This is an optimization exercise on Yosys and OpenROAD, whose aim is small area, a short achievable clock period and few clock cycles, not a production implementation.
No functional check of the RTL was part of this run.
Power is estimated from default activity; no workload was simulated.

==> design.v <==
module B2BCD_IP (
    input  [5:0] bin,
    output reg [7:0] bcd
);
always @(*) begin
    case (bin)
        6'd0: bcd = 8'h00;
        6'd1: bcd = 8'h01;
        6'd2: bcd = 8'h02;
        6'd3: bcd = 8'h03;
        6'd4: bcd = 8'h04;
        6'd5: bcd = 8'h05;
        6'd6: bcd = 8'h06;
        6'd7: bcd = 8'h07;
        6'd8: bcd = 8'h08;
        6'd9: bcd = 8'h09;
        6'd10: bcd = 8'h10;
        6'd11: bcd = 8'h11;
        6'd12: bcd = 8'h12;
        6'd13: bcd = 8'h13;
        6'd14: bcd = 8'h14;
        6'd15: bcd = 8'h15;
        6'd16: bcd = 8'h16;
        6'd17: bcd = 8'h17;
        6'd18: bcd = 8'h18;
        6'd19: bcd = 8'h19;
        6'd20: bcd = 8'h20;
        6'd21: bcd = 8'h21;
        6'd22: bcd = 8'h22;
        6'd23: bcd = 8'h23;
        6'd24: bcd = 8'h24;
        6'd25: bcd = 8'h25;
        6'd26: bcd = 8'h26;
        6'd27: bcd = 8'h27;
        6'd28: bcd = 8'h28;
        6'd29: bcd = 8'h29;
        6'd30: bcd = 8'h30;
        6'd31: bcd = 8'h31;
        6'd32: bcd = 8'h32;
        6'd33: bcd = 8'h33;
        6'd34: bcd = 8'h34;
        6'd35: bcd = 8'h35;
        6'd36: bcd = 8'h36;
        6'd37: bcd = 8'h37;
        6'd38: bcd = 8'h38;
        6'd39: bcd = 8'h39;
        6'd40: bcd = 8'h40;
        6'd41: bcd = 8'h41;
        6'd42: bcd = 8'h42;
        6'd43: bcd = 8'h43;
        6'd44: bcd = 8'h44;
        6'd45: bcd = 8'h45;
        6'd46: bcd = 8'h46;
        6'd47: bcd = 8'h47;
        6'd48: bcd = 8'h48;
        6'd49: bcd = 8'h49;
        6'd50: bcd = 8'h50;
        6'd51: bcd = 8'h51;
        6'd52: bcd = 8'h52;
        6'd53: bcd = 8'h53;
        6'd54: bcd = 8'h54;
        6'd55: bcd = 8'h55;
        6'd56: bcd = 8'h56;
        6'd57: bcd = 8'h57;
        6'd58: bcd = 8'h58;
        6'd59: bcd = 8'h59;
        6'd60: bcd = 8'h60;
        6'd61: bcd = 8'h61;
        6'd62: bcd = 8'h62;
        6'd63: bcd = 8'h63;
    endcase
end
endmodule
module YEAR_LUT (
    input  [4:0] y4,
    output reg [3:0] t,
    output reg [2:0] u
);
always @(*) begin
    case (y4)
        5'd0: begin t = 4'd7; u = 3'd0; end
        5'd1: begin t = 4'd7; u = 3'd2; end
        5'd2: begin t = 4'd7; u = 3'd4; end
        5'd3: begin t = 4'd8; u = 3'd1; end
        5'd4: begin t = 4'd8; u = 3'd3; end
        5'd5: begin t = 4'd9; u = 3'd0; end
        5'd6: begin t = 4'd9; u = 3'd2; end
        5'd7: begin t = 4'd9; u = 3'd4; end
        5'd8: begin t = 4'd0; u = 3'd1; end
        5'd9: begin t = 4'd0; u = 3'd3; end
        5'd10: begin t = 4'd1; u = 3'd0; end
        5'd11: begin t = 4'd1; u = 3'd2; end
        5'd12: begin t = 4'd1; u = 3'd4; end
        5'd13: begin t = 4'd2; u = 3'd1; end
        5'd14: begin t = 4'd2; u = 3'd3; end
        5'd15: begin t = 4'd3; u = 3'd0; end
        5'd16: begin t = 4'd3; u = 3'd2; end
        5'd17: begin t = 4'd3; u = 3'd4; end
        default: begin t = y4[3:0]; u = y4[2:0]; end
    endcase
end
endmodule
module UT_TOP (
    clk, rst_n, in_valid, in_time,
    out_valid, out_display, out_day
);
input clk, rst_n, in_valid;
input [30:0] in_time;
output reg out_valid;
output reg [3:0] out_display;
output reg [2:0] out_day;
reg [4:0] cnt;
wire idle = (cnt == 5'd0);
reg [9:0]  R1;     
reg [15:0] S;      
reg [6:0]  LO;     
reg [1:0]  QD;     
reg [2:0]  W;      
reg        gt, lt; 
reg [10:0] R2;
reg [4:0]  Y;      
reg [1:0]  YO;     
reg [1:0]  HH;
reg [3:0]  MO;
reg [4:0]  DY;
wire [11:0] x1 = {R1, S[15:14]};
wire        c1a = (x1 >= 12'd675), c1b = (x1 >= 12'd1350), c1c = (x1 >= 12'd2025);
wire [1:0]  q1 = c1c ? 2'd3 : c1b ? 2'd2 : c1a ? 2'd1 : 2'd0;
reg  [11:0] k1;
always @(*) begin
    case (q1)
        2'd0: k1 = 12'd0;
        2'd1: k1 = 12'd675;
        2'd2: k1 = 12'd1350;
        default: k1 = 12'd2025;
    endcase
end
wire [11:0] r1n = x1 - k1;
wire [12:0] x2 = {R2, QD};
wire        c2a = (x2 >= 13'd1461), c2b = (x2 >= 13'd2922), c2c = (x2 >= 13'd4383);
wire [1:0]  q2 = c2c ? 2'd3 : c2b ? 2'd2 : c2a ? 2'd1 : 2'd0;
reg  [12:0] k2;
always @(*) begin
    case (q2)
        2'd0: k2 = 13'd0;
        2'd1: k2 = 13'd1461;
        2'd2: k2 = 13'd2922;
        default: k2 = 13'd4383;
    endcase
end
wire [12:0] r2n = x2 - k2;
reg [2:0] wn;
always @(*) begin
    case ({W, q1})
        5'd0: wn = 3'd0;   5'd1: wn = 3'd1;   5'd2: wn = 3'd2;   5'd3: wn = 3'd3;
        5'd4: wn = 3'd4;   5'd5: wn = 3'd5;   5'd6: wn = 3'd6;   5'd7: wn = 3'd0;
        5'd8: wn = 3'd1;   5'd9: wn = 3'd2;   5'd10: wn = 3'd3;  5'd11: wn = 3'd4;
        5'd12: wn = 3'd5;  5'd13: wn = 3'd6;  5'd14: wn = 3'd0;  5'd15: wn = 3'd1;
        5'd16: wn = 3'd2;  5'd17: wn = 3'd3;  5'd18: wn = 3'd4;  5'd19: wn = 3'd5;
        5'd20: wn = 3'd6;  5'd21: wn = 3'd0;  5'd22: wn = 3'd1;  5'd23: wn = 3'd2;
        5'd24: wn = 3'd3;  5'd25: wn = 3'd4;  5'd26: wn = 3'd5;  5'd27: wn = 3'd6;
        5'd28: wn = 3'd0;  5'd29: wn = 3'd1;  5'd30: wn = 3'd2;  default: wn = 3'd3;
    endcase
end
reg [1:0] gdig;
always @(*) begin
    case (cnt[3:0])
        4'd2, 4'd3, 4'd4: gdig = 2'd2;
        4'd5: gdig = 2'd3;
        4'd7: gdig = 2'd3;
        4'd8: gdig = 2'd1;
        default: gdig = 2'd0;
    endcase
end
wire GEnow = gt | (~lt & c1a);
wire GE = gt | ~lt;
wire        ch1 = (R1 >= 10'd225), ch2 = (R1 >= 10'd450);
wire [1:0]  hh = ch2 ? 2'd2 : ch1 ? 2'd1 : 2'd0;
wire [9:0]  r1h = ch2 ? R1 - 10'd450 : ch1 ? R1 - 10'd225 : R1;
wire [8:0]  xh = {R1[7:0], LO[6]};
wire        bh = (xh >= 9'd225);
wire [8:0]  rh = bh ? xh - 9'd225 : xh;
wire [7:0]  RH = R1[7:0];
wire        cm1 = (RH >= 8'd60), cm2 = (RH >= 8'd120), cm3 = (RH >= 8'd180);
wire [1:0]  mq = cm3 ? 2'd3 : cm2 ? 2'd2 : cm1 ? 2'd1 : 2'd0;
wire [7:0]  rmq = cm3 ? RH - 8'd180 : cm2 ? RH - 8'd120 : cm1 ? RH - 8'd60 : RH;
wire [6:0]  xm = {R1[5:0], LO[6]};
wire        bm = (xm >= 7'd60);
wire [6:0]  rm = bm ? xm - 7'd60 : xm;
wire [8:0] doy  = R2[10:2];
wire       leap = (YO == 2'd2);
wire T1  = (doy >= 9'd31);
wire T2  = leap ? (doy >= 9'd60)  : (doy >= 9'd59);
wire T3  = leap ? (doy >= 9'd91)  : (doy >= 9'd90);
wire T4  = leap ? (doy >= 9'd121) : (doy >= 9'd120);
wire T5  = leap ? (doy >= 9'd152) : (doy >= 9'd151);
wire T6  = leap ? (doy >= 9'd182) : (doy >= 9'd181);
wire T7  = leap ? (doy >= 9'd213) : (doy >= 9'd212);
wire T8  = leap ? (doy >= 9'd244) : (doy >= 9'd243);
wire T9  = leap ? (doy >= 9'd274) : (doy >= 9'd273);
wire T10 = leap ? (doy >= 9'd305) : (doy >= 9'd304);
wire T11 = leap ? (doy >= 9'd335) : (doy >= 9'd334);
wire [3:0] mcalc;
assign mcalc[3] = T8;
assign mcalc[2] = T4 & ~T8;
assign mcalc[1] = (T2 & ~T4) | (T6 & ~T8) | T10;
assign mcalc[0] = (T1 & ~T2) | (T3 & ~T4) | (T5 & ~T6) | (T7 & ~T8) | (T9 & ~T10) | T11;
reg [4:0] mst;
always @(*) begin
    case ({leap, MO})
        5'd0:  mst = 5'd31;  5'd1:  mst = 5'd30;  5'd2:  mst = 5'd26;  5'd3:  mst = 5'd25;
        5'd4:  mst = 5'd23;  5'd5:  mst = 5'd22;  5'd6:  mst = 5'd20;  5'd7:  mst = 5'd19;
        5'd8:  mst = 5'd18;  5'd9:  mst = 5'd16;  5'd10: mst = 5'd15;  5'd11: mst = 5'd13;
        5'd16: mst = 5'd31;  5'd17: mst = 5'd30;  5'd18: mst = 5'd27;  5'd19: mst = 5'd26;
        5'd20: mst = 5'd24;  5'd21: mst = 5'd23;  5'd22: mst = 5'd21;  5'd23: mst = 5'd20;
        5'd24: mst = 5'd19;  5'd25: mst = 5'd17;  5'd26: mst = 5'd16;  5'd27: mst = 5'd14;
        default: mst = 5'd0;
    endcase
end
wire [4:0] dcalc = doy[4:0] - mst;
reg [3:0] mun;
always @(*) begin
    case (MO)
        4'd0: mun = 4'd1;  4'd1: mun = 4'd2;  4'd2: mun = 4'd3;  4'd3: mun = 4'd4;
        4'd4: mun = 4'd5;  4'd5: mun = 4'd6;  4'd6: mun = 4'd7;  4'd7: mun = 4'd8;
        4'd8: mun = 4'd9;  4'd9: mun = 4'd0;  4'd10: mun = 4'd1; 4'd11: mun = 4'd2;
        default: mun = MO;    
    endcase
end
wire [3:0] yt;
wire [2:0] yu;
YEAR_LUT u_year (.y4(Y), .t(yt), .u(yu));
wire [1:0] yo = (cnt == 5'd10) ? q2 : YO;
wire       ycarry = (yu == 3'd4) && yo[1];
wire [3:0] ytens = ycarry ? ((yt == 4'd9) ? 4'd0 : yt + 4'd1) : yt;
wire [3:0] yu2 = {yu, 1'b0} + yo;
wire [3:0] yunits = (yu2 >= 4'd10) ? yu2 - 4'd10 : yu2;
reg [5:0] cv;
always @(*) begin
    case (cnt)
        5'd14, 5'd15: cv = {1'b0, DY};
        5'd16, 5'd17: cv = {1'b0, HH, LO[2:0]};
        5'd18, 5'd19: cv = {LO[6:3], R1[7:6]};
        default:      cv = R1[5:0];
    endcase
end
wire [7:0] cbcd;
B2BCD_IP u_bcd (.bin(cv), .bcd(cbcd));
reg [3:0] dig;
always @(*) begin
    case (cnt)
        5'd8:  dig = GEnow ? 4'd2 : 4'd1;
        5'd9:  dig = GE ? 4'd0 : 4'd9;
        5'd10: dig = ytens;
        5'd11: dig = yunits;
        5'd12: dig = (MO >= 4'd9) ? 4'd1 : 4'd0;
        5'd13: dig = mun;
        5'd14, 5'd16, 5'd18, 5'd20: dig = cbcd[7:4];
        default: dig = cbcd[3:0];
    endcase
end
wire dslot = (cnt >= 5'd8) && (cnt <= 5'd21);
always @(posedge clk or negedge rst_n) begin
    if (!rst_n) begin
        cnt <= 5'd0;
    end else begin
        if (in_valid) cnt <= 5'd1;
        else if (cnt == 5'd22) cnt <= 5'd0;
        else if (!idle) cnt <= cnt + 5'd1;
    end
end
always @(posedge clk) begin
    out_valid <= dslot;
    out_display <= dslot ? dig : 4'd0;
    out_day <= (cnt == 5'd8) ? wn : dslot ? W : 3'd0;
end
always @(posedge clk) begin
    if (idle) begin
        R1 <= {2'b00, in_time[30:23]};
        S  <= in_time[22:7];
        LO <= in_time[6:0];
        QD <= 2'd0;
        W  <= 3'd2;
        gt <= 1'b0;
        lt <= 1'b0;
        R2 <= 11'd0;
    end else begin
        S  <= {S[13:0], 2'b00};
        QD <= (cnt == 5'd9) ? 2'd2 : q1;
        if (cnt <= 5'd8) W <= wn;
        if (!gt && !lt) begin
            gt <= (q1 > gdig);
            lt <= (q1 < gdig);
        end
        if (cnt <= 5'd10) R2 <= r2n[10:0];
        if (cnt <= 5'd9) Y <= {Y[2:0], q2};
        if (cnt == 5'd10) YO <= q2;
        if (cnt <= 5'd8) R1 <= r1n[9:0];
        if (cnt == 5'd9) begin
            R1 <= r1h;
            HH <= hh;
        end
        if (cnt >= 5'd10 && cnt <= 5'd12) begin
            R1[7:0] <= rh[7:0];
            LO <= {LO[5:0], bh};
        end
        if (cnt == 5'd13) R1[7:0] <= {mq, rmq[5:0]};
        if (cnt >= 5'd14 && cnt <= 5'd17) begin
            R1[5:0] <= rm[5:0];
            R1[7:6] <= {R1[6], bm};
            LO[6:3] <= {LO[5:3], R1[7]};
        end
        if (cnt == 5'd11) MO <= mcalc;
        if (cnt == 5'd12) DY <= dcalc;
    end
end
endmodule
==> flow/run.sh <==
#!/bin/bash
# Standard layout, except that synthesis maps adders and comparators through ABC
# (no full/half-adder cell extraction), and timing repair aims for 2.6 ns paths.
set -euo pipefail
bash standard.sh ADDER_MAP_FILE= SETUP_SLACK_MARGIN=6.4 finish > flow_make.log 2>&1
==> standard.sh <==
#!/bin/bash
# synth_recipe.tcl (not shown) runs the flow's synth.tcl, then flattens the netlist and writes it again
# the make line also repeats each setting of config.mk as NAME=value (left out here)
make -C /OpenROAD-flow-scripts/flow DESIGN_CONFIG=/design/flow/config.mk WORK_HOME=/design/flow/orfs CLKGATE_MAP_FILE= SYNTH_SCRIPT=/design/flow/synth_recipe.tcl "${@:-finish}"
==> config.mk <==
export PLATFORM = sky130hd
export DESIGN_NAME = UT_TOP
export DESIGN_NICKNAME = UT_TOP
export VERILOG_FILES = /design/flow/design.v
export SDC_FILE = /design/flow/constraint.sdc
export NUM_CORES = 4
export LEC_CHECK = 0
export ABC_AREA = 1
export CAP_MARGIN = 20
export CORE_MARGIN = 2
export CORE_UTILIZATION = 60
export SETUP_SLACK_MARGIN = 5
export SLEW_MARGIN = 20
==> constraint.sdc <==
create_clock -name core_clock -period 9.0 [get_ports {clk}]
set_input_delay 1.8000 -clock core_clock [delete_from_list [all_inputs] [get_ports {clk}]]
set_output_delay 1.8000 -clock core_clock [all_outputs]
set_load 0.01 [all_outputs]
==> flow_results.org <==
** STA
- Adding up every negative setup slack in the final design gives 0 ns.
- Shortest clock period the worst path allows after layout :: 2.66 ns
- Hold is met by 0.419 ns.
- Slew headroom :: 31.7%
- Highest attainable clock frequency :: 0.376 GHz
- Final Skew :: 0.00792 ns
- The final hold violation count is 0.
- RSZ-0062 raised after global routing :: true
- Setup violations remaining at the end of the flow were counted as 0.
- Post-route fraction of the period consumed by the critical path :: 29.5%
- Number of pins exceeding their max-slew limit in the final report :: 0
- Slew of the pin with the lowest slew margin :: 1.02 ns
- Worst Slack Setup Final :: 6.34 ns

** Floorplanning
- Starting density of the core :: 60.9%
- The die is 114 µm tall.
- Number of top-level pins :: 42
- After floorplanning, the core was sized to cover 0.0119 mm².
- Die Footprint :: 0.0130 mm²
- Placement Rows :: 40
- Die width :: 114 µm

** Setup path
- Slack of the worst reg-to-reg path :: 6.34 ns
- The signal on the critical path passes through inv_4 -> o21ai_0 -> a21oi_4 -> nand2_4 -> nand2_2 -> nand2_4 -> nand2_1 -> nor2_2 -> nand2_2 -> nand3_2 -> nand2_1 -> nand2_1 -> nand2_1 -> nand3_1 -> nand2_1 -> nand3_1 -> nand2_1.
- Kind of end point of the critical path :: register
- Startpoint Class :: register
- Data on the critical path is required at its endpoint by 9.10 ns.
- Crit-path slowest cell :: sky130_fd_sc_hd__edfxtp_1
- CP arrival :: 2.76 ns
- The cell that appears most often on the critical path is sky130_fd_sc_hd__nand2_1.
- Peak per-stage delay on the critical path :: 0.53 ns
- The critical path is of the reg -> reg type.
- Maximum fanout count along the critical path :: 7

** Run
- Max-cap violation count :: 0

** Global route
- The number of antenna violations at the first check in global routing is 0.
- Entering global routing, the biggest net connects 48 pins.
- Grt ovf :: 0
- The via count of the first global-routing pass was 7067.
- Global-route total usage across every layer :: 32.0%
- Global-route wire length before repair :: 33600 µm

** Synthesis
- Total number of yosys warnings :: 3
- EDFF count, synth :: 33
- Counting distinct cell types in the post-synthesis netlist gives 60.
- After synthesis the cells add up to 0.00725 mm².
- Synth Net Count :: 1206
- Post-synthesis async set-or-reset flop share :: 6.10%
- Synthesis handed over a netlist of 1172 instances.
- FF+latch count, synth :: 82
- Among all flip-flop cells after synthesis, the most frequent one is sky130_fd_sc_hd__dfxtp_1.
- Synthesized area divided by synthesized cell count :: 6.19 µm²
- The share of the Yosys chip area taken by registers is 27.5%.

** Worst hold path
- Kind of path behind the tightest hold check :: reg -> reg

** Placement
- Prior to clock tree synthesis, the placed netlist has a worst setup slack of 6.09 ns.
- Total instance count after detailed placement :: 1329
- Detailed Place HPWL :: 15100 µm
- The count of buffers added on input and output ports is 41.
- Post-placement cell area :: 0.00770 mm²
- Global placer's final weighted congestion :: 0.999

** Cells and area
- From synthesis to final layout, the design area changed by 21.0%.
- In the final design database the tool counted 1296 nets.
- Final cell area excluding filler cells :: 0.00878 mm²
- The number of antenna diodes in the final layout is 0.
- Finished Core Util :: 73.7%
- Final non-filler cell total :: 1414
- Layout filler cell count :: 997
- Layout cells sized above 1 :: 21.6%

** Route
- Final routed DRC violation total :: 0
- Once detail routing completed, the nets flagged for antenna violations numbered 0.
- Drt first-iter violations :: 1208
- Detailed Route WL :: 22300 µm
- The first detailed-routing pass took 6 iterations.
- Routed wire length per instance :: 15.8 µm
- Vias/cell :: 5.93
- Total via count in the routed design :: 8382

** Clocking
- Clock sinks :: 82
- Post-CTS Hold Buffers :: 0
- The longest clock path from root to sink contains 2 buffers.
- Clock tree from TritonCTS :: done
- CTS placed an instance of sky130_fd_sc_hd__clkbuf_16 at the clock tree root.
- In this run, CTS created clock tree buffers numbering 9.
- Clock input transition at the sequential cells of the worst setup and hold paths :: 0.06 ns
- Clock H-tree levels :: 3
- Clock insertion delay at the later pin of the skew report :: 0.35 ns

** Pwr
- Leakage power figure :: 4.18 nW
- Across the VDD grid, the largest voltage drop is 0.349 mV.
- Dividing total power by cell area gives a power density of 417 mW/mm².
- Summing internal, switching and leakage power gives 3.66 mW.

** Outcome
- The flow ran to the end and the layout has no timing, DRC or antenna violations.
## sequential cells by signal, indices dropped and copies added (netlist names)
signal,count
out_display,4
R1,10
gt,1
cnt,5
S,16
HH,2
YO,2
LO,7
Y,5
QD,2
lt,1
W,3
R2,11
out_valid,1
DY,5
out_day,3
MO,4
## synth_stat cells, types with 17 or more instances
| library cell | n | area (µm²) |
|---|---|---|
| sky130_fd_sc_hd__nor2_1 | 107 | 402 |
| sky130_fd_sc_hd__o21ai_0 | 71 | 355 |
| sky130_fd_sc_hd__a21oi_1 | 66 | 330 |
| sky130_fd_sc_hd__inv_1 | 129 | 484 |
| sky130_fd_sc_hd__edfxtp_1 | 33 | 991 |
| sky130_fd_sc_hd__nand2_1 | 326 | 1220 |
| sky130_fd_sc_hd__nand3_1 | 91 | 455 |
| sky130_fd_sc_hd__nor3_1 | 17 | 85.1 |
| sky130_fd_sc_hd__nand2_2 | 24 | 150 |
| sky130_fd_sc_hd__o21ai_1 | 19 | 95.1 |
| sky130_fd_sc_hd__inv_2 | 36 | 135 |
| sky130_fd_sc_hd__dfxtp_1 | 44 | 881 |
## where the power goes
group          internal (mW)  total, mW  switching, mW
registers              0.540      0.704          0.164
clock network          0.213      0.364          0.151
logic                  0.936       2.59           1.65
## path summary, 6_finish.rpt
| check | startpoint | to | cells past startpoint |
|---|---|---|---|
| max | R1[7] | R1[4] | 17 |
| max reg2reg | R1[7] | R1[4] | 17 |
| min reg2reg | S[0] | S[2] | 2 |
| max in group asynchronous | rst_n | cnt[3] | 1 |
| min | S[0] | S[2] | 2 |
| min in group asynchronous | rst_n | cnt[1] | 1 |
## layout make-up
type	instances	area (µm²)	area share, %
clock buffer	10	229	2.61
clock inverter	6	57.6	0.656
inverter	173	688	7.84
multi-input combinational	883	4670	53.2
sequential	82	2020	23.0
tap	147	184	2.10
timing repair buffer	113	932	10.6
## routing by layer
| metal | track usage (%) | up-vias | share of wire [%] |
|---|---|---|---|
| met3 | 5.53 | 122 | 10 |
| met2 | 49.1 | 510 | 43 |
| met4 | 14.1 | 0 | 4.5 |
| met5 | 0 | - | 0 |
| li1 | - | 4039 | - |
| met1 | 44.4 | 3711 | 42 |
## cells by family (layout without fill, tap and decap cells)
kind of cell | Yosys count | in the layout | share of synthesized area [%]
XOR/XNOR | 20 | 20 | 2.41
adder cells (fa/ha/maj) | 1 | 1 | 0.138
buffers and inverters | 207 | 302 | 11.6
flip-flops | 82 | 82 | 27.5
AO/OA/AOI/OAI | 243 | 243 | 20.1
AND/OR/NAND/NOR | 619 | 619 | 38.2
## critical path, delay by kind of cell (launching register included)
family | cells | cell delay, ns
compound gates | 2 | 0.53
flops | 1 | 0.53
simple gates | 14 | 1.25
buf+inv | 1 | 0.08
## timing repair
action                     4_1_cts  5_1_grt
hold endpoints to repair         0        0
pin swaps                        1       21
setup endpoints to repair       30       38
setup buffers                   19       50
resized for setup               42       88
## layout by cell type, fill, tap and decap left out, types with 9 or more instances in the layout
cell,Yosys,routed
sky130_fd_sc_hd__dfxtp_1,44,34
sky130_fd_sc_hd__clkdlybuf4s50_1,0,33
sky130_fd_sc_hd__inv_4,3,9
sky130_fd_sc_hd__nand2_2,24,34
sky130_fd_sc_hd__o211ai_1,15,15
sky130_fd_sc_hd__a31oi_1,15,15
sky130_fd_sc_hd__nor3_1,17,12
sky130_fd_sc_hd__o21ai_0,71,70
sky130_fd_sc_hd__edfxtp_1,33,33
sky130_fd_sc_hd__nand2_4,6,12
sky130_fd_sc_hd__buf_4,6,68
sky130_fd_sc_hd__inv_2,36,35
sky130_fd_sc_hd__o21ai_1,19,19
sky130_fd_sc_hd__nand4_1,12,12
sky130_fd_sc_hd__nor2_2,10,14
sky130_fd_sc_hd__nand2_1,326,310
sky130_fd_sc_hd__dfxtp_2,0,9
sky130_fd_sc_hd__nor2_4,9,16
sky130_fd_sc_hd__clkbuf_16,0,9
sky130_fd_sc_hd__inv_1,129,124
sky130_fd_sc_hd__a21oi_1,66,62
sky130_fd_sc_hd__xor2_1,15,15
sky130_fd_sc_hd__nor2_1,107,96
sky130_fd_sc_hd__nand3_1,91,85

## re-timing with driven ports
In the flow no input, the clock included, has a driving cell. The finished layout below was timed again as built, in two steps. Step 1 assumes that a clkbuf_16 drives the clock port and a buf_2 every other input. Step 2 also shifts input and output timing later by t, the mid clock arrival at the registers, as if the neighbouring blocks saw the same clock. a / b / c = no drivers / after step 1 / after step 2; a / b = the first two.
t, ns: 0.394
slack for setup (ns): 6.341 / 6.341 / 6.253
latest minus earliest clock arrival (ns): 0.008 / 0.008
worst register clock-pin slew, ns: 0.06 / 0.06
pins driven straight from the clock port: 1
After both steps setup and hold are still met in this run. The setup slack of this run moves by 0.000 ns with the drivers and by -0.088 ns with both steps.
